Source: an optimization exercise on an open RTL-to-GDS flow (aim: small area). Production flows keep margins and buffers that such runs may drop.
Only simulation tests tie the RTL to the original design; equivalence was not proved.
No activity file was given, so power comes from the tool's default toggle rates.

==> flow/design.v <==
`timescale 1ns / 1ps
`default_nettype none
module ibis_texture_mapper
#(parameter TILE_SIZE_POW2_MAX = 9,
  parameter WIDTH = 11)
 (input wire logic aclk,
  input wire logic aresetn,
  input wire logic enable,
  input wire logic unsigned [6:0] write_registers,
  input wire logic unsigned [WIDTH - 1:0] x,
  input wire logic unsigned [WIDTH - 1:0] y,
  input wire logic unsigned [2:0] texture_power2,
  input wire logic signed [17:0] texture_matrixA,
  input wire logic signed [17:0] texture_matrixB,
  input wire logic signed [17:0] texture_matrixC,
  input wire logic signed [17:0] texture_matrixD,
  input wire logic signed [17:0] texture_translateX,
  input wire logic signed [17:0] texture_translateY,
  output logic unsigned [(TILE_SIZE_POW2_MAX * 2) - 1:0] map_address,
  output logic stencil_test,
  output logic stencil_step,
  output logic ready);
  logic [4:0] r_js;
  always_ff @(posedge aclk) begin
    if(!aresetn) r_js <= 5'b00000;
    else if(enable) r_js <= {r_js[3:0], ~r_js[4]};
  end
  wire ph0 = ~r_js[4] & ~r_js[0];
  wire ph1 =  r_js[0] & ~r_js[1];
  wire ph2 =  r_js[1] & ~r_js[2];
  wire ph3 =  r_js[2] & ~r_js[3];
  wire ph4 =  r_js[3] & ~r_js[4];
  wire ph5 =  r_js[4] &  r_js[0];
  wire ph6 = ~r_js[0] &  r_js[1];
  wire ph7 = ~r_js[1] &  r_js[2];
  wire ph8 = ~r_js[2] &  r_js[3];
  wire ph9 = ~r_js[3] &  r_js[4];
  logic [2:0] r_tp;  
  logic signed [17:0] r_A, r_B, r_C, r_D, r_Tx, r_Ty;
  wire wr = enable & ph0;
  always_ff @(posedge aclk) begin
    if(!aresetn) begin
      r_A <= 18'sh00100; r_B <= 18'sh0; r_C <= 18'sh0; r_D <= 18'sh00100;
      r_Tx <= 18'sh0; r_Ty <= 18'sh0; r_tp <= 3'd4;
    end else begin
      if(wr & write_registers[0]) r_A <= texture_matrixA;
      if(wr & write_registers[1]) r_B <= texture_matrixB;
      if(wr & write_registers[2]) r_C <= texture_matrixC;
      if(wr & write_registers[3]) r_D <= texture_matrixD;
      if(wr & write_registers[4]) r_Tx <= texture_translateX;
      if(wr & write_registers[5]) r_Ty <= texture_translateY;
      if(wr & write_registers[6]) r_tp <= texture_power2;
    end
  end
  logic [8:0] r_x, r_y;
  always_ff @(posedge aclk) begin
    if(enable & ph1) r_x <= x[8:0];
    if(enable & ph3) r_y <= y[8:0];
  end
  wire useY = ph3 | ph4 | ph6 | ph8;
  wire hi   = ph5 | ph6 | ph7 | ph8;
  logic [8:0] raw;
  always_comb begin
    if(ph1) raw = x[8:0];
    else if(ph3) raw = y[8:0];
    else if(useY) raw = r_y;
    else raw = r_x;
  end
  wire [17:0] tsel = useY ? r_Ty : r_Tx;
  wire [17:0] diff = {1'b0, raw, 8'h00} - tsel;
  wire signed [9:0] dig = hi ? {diff[17], diff[17:9]} : {1'b0, diff[8:0]};
  logic signed [17:0] msel;
  always_comb begin
    if(ph1 | ph5) msel = r_A;
    else if(ph3 | ph6) msel = r_B;
    else if(ph2 | ph7) msel = r_C;
    else msel = r_D;
  end
  logic signed [28:0] r_U, r_V;
  logic signed [28:0] acc_in;
  always_comb begin
    if(ph1 | ph2) acc_in = 29'sd1 << (17 + r_tp);
    else if(ph5) acc_in = r_U >>> 9;
    else if(ph7) acc_in = r_V >>> 9;
    else if(ph3 | ph6) acc_in = r_U;
    else acc_in = r_V;
  end
  wire signed [28:0] sum = acc_in + msel * dig;
  always_ff @(posedge aclk) begin
    if(enable & (ph1 | ph3 | ph5 | ph6)) r_U <= sum;
    if(enable & (ph2 | ph4 | ph7 | ph8)) r_V <= sum;
  end
  function automatic logic zero_hi(input logic [26:0] h, input logic [2:0] tp);
    logic [7:0] m;
    m = 8'hff << tp;  
    zero_hi = ~|h[26:17] & ~|(h[16:9] & m);
  endfunction
  logic r_sx, r_sy, r_tx, r_ty;
  always_ff @(posedge aclk) begin
    if(!aresetn) begin
      r_sx <= 1'b0;
      r_sy <= 1'b0;
    end else begin
      if(enable & ph6) r_sx <= zero_hi(sum[26:0], r_tp);
      if(enable & ph8) r_sy <= zero_hi(sum[26:0], r_tp);
    end
  end
  always_ff @(posedge aclk) begin
    if(enable & ph8) begin
      r_tx <= ~r_U[7 + r_tp];
      r_ty <= ~sum[7 + r_tp];
    end
  end
  logic [17:0] r_addr;
  logic [17:0] addr_n;
  always_comb begin
    addr_n = 18'b0;
    for(int i = 0; i < 9; i++) begin
      if(i <= r_tp + 1) begin
        addr_n[i] = r_U[7 + i];
      end
    end
    for(int i = 0; i < 9; i++) begin
      if(i <= r_tp + 1) begin
        addr_n[i + r_tp + 2] = r_V[7 + i];
      end
    end
  end
  always_ff @(posedge aclk) begin
    if(enable & ph9) r_addr <= addr_n;
  end
  assign map_address = r_addr;
  assign ready = ph9;
  assign stencil_test = r_sx & r_sy;
  assign stencil_step = r_tx & r_ty;
endmodule
==> flow/run.sh <==
#!/bin/bash
# synth_recipe.tcl (not shown) runs the flow's synth.tcl, then flattens the netlist and writes it again
# the make line also repeats each setting of config.mk as NAME=value (left out here)
make -C /OpenROAD-flow-scripts/flow DESIGN_CONFIG=/design/flow/config.mk WORK_HOME=/design/flow/orfs CLKGATE_MAP_FILE= SYNTH_SCRIPT=/design/flow/synth_recipe.tcl finish
==> flow/config.mk <==
export PLATFORM = sky130hd
export DESIGN_NAME = ibis_texture_mapper
export DESIGN_NICKNAME = ibis_texture_mapper
export VERILOG_FILES = /design/flow/design.v
export SDC_FILE = /design/flow/constraint.sdc
export NUM_CORES = 4
export LEC_CHECK = 0
export CAP_MARGIN = 20
export CORE_MARGIN = 2
export CORE_UTILIZATION = 40
export SLEW_MARGIN = 20
==> flow/constraint.sdc <==
create_clock -name core_clock -period 10.0 [get_ports {aclk}]
set_input_delay 2.0000 -clock core_clock [delete_from_list [all_inputs] [get_ports {aclk}]]
set_output_delay 2.0000 -clock core_clock [all_outputs]
set_load 0.01 [all_outputs]
==> summary.txt <==
* Slew @ Worst Pin at around 1.2 ns
* Critical Path Fanout Max at 10
* Net Count, Synth at about 2800
* CP arrival at 10.17 ns
* Power Dens Cells at around 200 nW/um^2
* Total of max-cap violations at 0
* Drt drc at 0
* Async SR Flop Fraction at 0%
* Endpoints failing hold at 0
* Reg power frac at 24.1%
* Final layout net count at about 3100
* CP Depth at 35
* Hold Crit Class: reg -> reg
* Final slew viol count at 0
* XOR/XNOR Fraction of Synth Area at approximately 1.8%
* Layout cells sized above 1 at 11.7%
* Initial core utilization at 40.5%
* Comb pwr share at 57.2%
* Leak pwr at slightly above 10 nW
* Worst skew pair latency at 0.54 ns
* Critical Path Sink: r_sx
* Mux contribution to synthesized area at under 10%
* Post-synthesis compound-gate area fraction at between 15 and 20%
* R2R Path Start: r_js[4]
* Run status: timing/DRC/antenna clean
* Area grow syn2layout at 21.8%
* Via density at 5.43
* Psw at around 0.002 W
* Most Crowded Layer GR: met2
* Port bufs at approximately 160
* GR Util All Layers at between 20% and 30%
* Fmax at a little over 100 MHz
* Root Buffer Master: clkbuf_16
* Sw frac at 40.3%
* Count of different cell masters after synthesis at between 90 and 100
* Vias in the first global route at 18500
* Reg2Reg Depth at 39
* Register area at 5250 um^2
* FILL cells at 4806
* Register area share after synthesis at 25.8%
* Post-Synth Simple-Gate Area at between 20% and 30%
* Detail Placement HPWL at a little over 50 mm
* # rows at 82
* H-tree depth at 1
* Routed vias at about 18000
* Worst setup EP type: flip-flop
* Syn. warnings at 1
* CP startpoint: y[1]
* First-pass GRT wire length at between 100 and 150 mm
* Area of the multi-input gates at 13900 um^2
* Final setup fails at 0
* Initial antenna violation count at 0
* Crit share post-route at a little over nine tenths
* Worst path bufs/invs at 10
* FF-to-FF End: r_sx
* Placer Congestion at between 0.9 and 1
* Syn Area/Cell at about 8.5 um^2
* GRT met3 Usage at approximately 2.5%
* I/O pins at between 150 and 200
* Req. time, crit path at 10.46 ns
* Most frequently used flop master after synthesis: dfxtp_1
* CTS tree: done
* Maximum vdd drop at ~130 uV
* Worst setup path class: in -> reg
* GRT met1 Usage at 33.2%
* Max-slew headroom at 19.6%
* Most frequent CP cell: buf_4
* Largest delay contributor family on the critical path: adder cells
* Met2 Use GR at 41.8%
* CP max stage cell: fa_1
* Die footprint at between 50000 and 60000 um^2
* Drt pass-1 iters at 5
* Final min period at ~9.7 ns
* Internal at 0.00295 W
* Clock group share of total power at 18.7%
* Syn Inst Count at 2385
* Avg WL per Cell at roughly 20 um
* Core Box Area at ~50000 um^2
* Reg clk slew, reported paths at about 0.060 ns
* Startpoint types: primary input
* Critical Path Max Stage Delay at between 0.5 and 0.6 ns
* Main combinational cell family by area after synthesis: adder cells
* Post-synthesis register bit count at 214
* # hold bufs at CTS at 0
* Routed wire length at between 60 and 70 mm
* N_diodes at 0
* Post-DRT Antenna Nets at 0
* GRT overflow at 0
* Clock sinks at approximately 210
* Setup_tns at 0 ns
* Worst R2R Setup Slack at ~0.67 ns
* Worst-case clock buffer depth at 3
* Post-Syn Area at between 20000 and 25000 um^2
* Die extent in y at 229 um
* Largest net degree at the start of global routing at 120
* Count of flip-flops with a built-in enable after synthesis at 96
* Iter 0 DRT Violations at 1277
* Die W at about 230 um
* DP Area at between 20000 and 25000 um^2
* Final instance area at between 20000 and 25000 um^2
* Number of buffers created by CTS at 25
* Worst clock skew at between 0.015 and 0.02 ns
* Post-Synth Adder-Cell Area at between 20% and 30%
[cells by family after synthesis]
kind of cell             Yosys count
AND/OR/NAND/NOR                  913
AO/OA/AOI/OAI                    516
multiplexers                      53
adder cells (fa/ha/maj)          293
XOR/XNOR                          41
buffers and inverters            355
flip-flops                       214
[registers in the layout, summed over array words and instances (netlist names)]
register,flops
r_U,29
r_V,29
r_sx,1
r_x,9
r_ty,1
r_tp,3
r_js,5
r_y,9
r_A,18
r_sy,1
r_Ty,18
r_C,18
r_D,18
r_Tx,18
r_addr,18
r_tx,1
r_B,18
[through the flow]
| step | hold WS, ns | power, W | worst slack, ns | std cells | utilization, % |
|---|---|---|---|---|---|
| final | 0.458 | 0.00494 | 0.294 | 3334 | 49.3 |
| after global routing | 0.484 | 0.00531 | -0.0200 | 3334 | 49.3 |
| after CTS | 0.461 | 0.00483 | 0.0264 | 3332 | 48.9 |
| after detailed placement | 0.453 | 0.00389 | -0.652 | 3288 | 47.2 |
| after global placement | 0.441 | 0.00383 | -0.544 | 3288 | 47.2 |
| after floorplan | 0.430 | 0.00280 | 0.705 | 2385 | - |
[placed cells by master, fill, tap and decap left out, drive strengths merged, types with 20 or more instances in the layout]
cell type / count
nand2: 428
nor2: 247
inv: 239
buf: 190
fa: 186
clkdlybuf4s50: 158
a21oi: 126
dfxtp: 118
a21boi: 113
ha: 107
edfxtp: 96
o21ai: 63
mux2i: 48
nand3: 48
nand2b: 41
and2: 30
xnor2: 30
clkbuf: 26
o22ai: 24
or2: 24
o21a: 20
[how the worst min path moves through the flow]
stage,startpoint,end,cells after the start
floorplan,r_sy,r_sy,2
global placement,r_sy,r_sy,2
detailed placement,r_sx,r_sx,2
CTS,r_sx,r_sx,2
global route,r_sx,r_sx,2
finish,r_sx,r_sx,2
[synthesized netlist by cell type (11+ instances only)]
library cell    n  area [um^2]
or3_1          11         68.8
o21ai_0        56          280
nand2b_1       41          257
a22o_1         13          114
xnor2_1        30          263
nor2_1        237          890
nor3_1         18         90.1
edfxtp_1       96         2880
inv_1         237          890
a22oi_1        13         97.6
or2_2          20          125
o21a_1         20          150
a32oi_1        17          149
ha_1          107         1340
dfxtp_1       118         2360
and3_1         16          100
o22ai_1        24          150
mux2i_1        48          480
nand2_1       428         1610
clkbuf_1       93          349
and2_1         29          181
a211oi_1       14          105
a21oi_1       123          616
a21boi_0      111          833
nand3_1        48          240
fa_1          186         3720
nor2b_1        18          113
xor2_1         11         96.3
a31oi_1        11         68.8
[layout make-up]
type | instances | area share [%]
flip-flops and latches | 214 | 21.2
inverters | 240 | 3.65
well taps | 672 | 3.40
clock inverters | 18 | 0.729
repair buffers | 348 | 12.3
multi-input cells | 1816 | 56.1
clock buffers | 26 | 2.59
[per-layer routing]
layer	up-vias	share of wire [%]
li1	8575	-
met1	8814	44
met2	589	47
met3	132	4.9
met4	0	3.7
met5	-	0
[what timing repair did]
item | CTS | global route
setup buffers | 0 | 2
pin swaps | 0 | 23
endpoints found under the setup margin | 2 | 5
gates resized for setup | 1 | 36
gates cloned | 0 | 0
[tightest hold or removal path: stages, from the launching register on]
cell and delay, ns:
dfxtp_1 0.30, nand3_1 0.05, o21ai_1 0.05
[power groups by stage]
stage          clock network (W)  logic [W]  registers, W
5_1_grt                 0.000980    0.00313       0.00119
3_5_place_dp                   0    0.00269       0.00120
2_1_floorplan                  0    0.00164       0.00117
6_report                0.000925    0.00283       0.00119
3_3_place_gp                   0    0.00263       0.00120
4_1_cts                 0.000944    0.00270       0.00119

-- separate check: timing with driven ports --
The results above use ideal ports. As a check the final layout listed here was re-extracted and re-timed, cells and wires unchanged. Step 1 (the two cells are an assumption about what drives the block):
set clk [get_ports {aclk}]
set_driving_cell -lib_cell sky130_fd_sc_hd__clkbuf_16 $clk
set_driving_cell -lib_cell sky130_fd_sc_hd__buf_2 [delete_from_list [all_inputs] $clk]
Step 2 moves the port delays by t, midway between the first and last clock arrival at a register: inputs arrive t later, outputs are due t later. That takes back most of the time a late clock gives input paths. Slacks: no drivers / after step 1 / after step 2; pairs: no drivers / after step 1.
t (ns): 0.589
setup WS [ns]: 0.294 / 0.314 / -0.275
worst register clock-pin slew, ns: 0.08 / 0.08
With both steps, setup timing fails in this run, where it was met with ideal ports. The setup slack of this run moves by +0.020 ns with the drivers and by -0.569 ns with both steps.
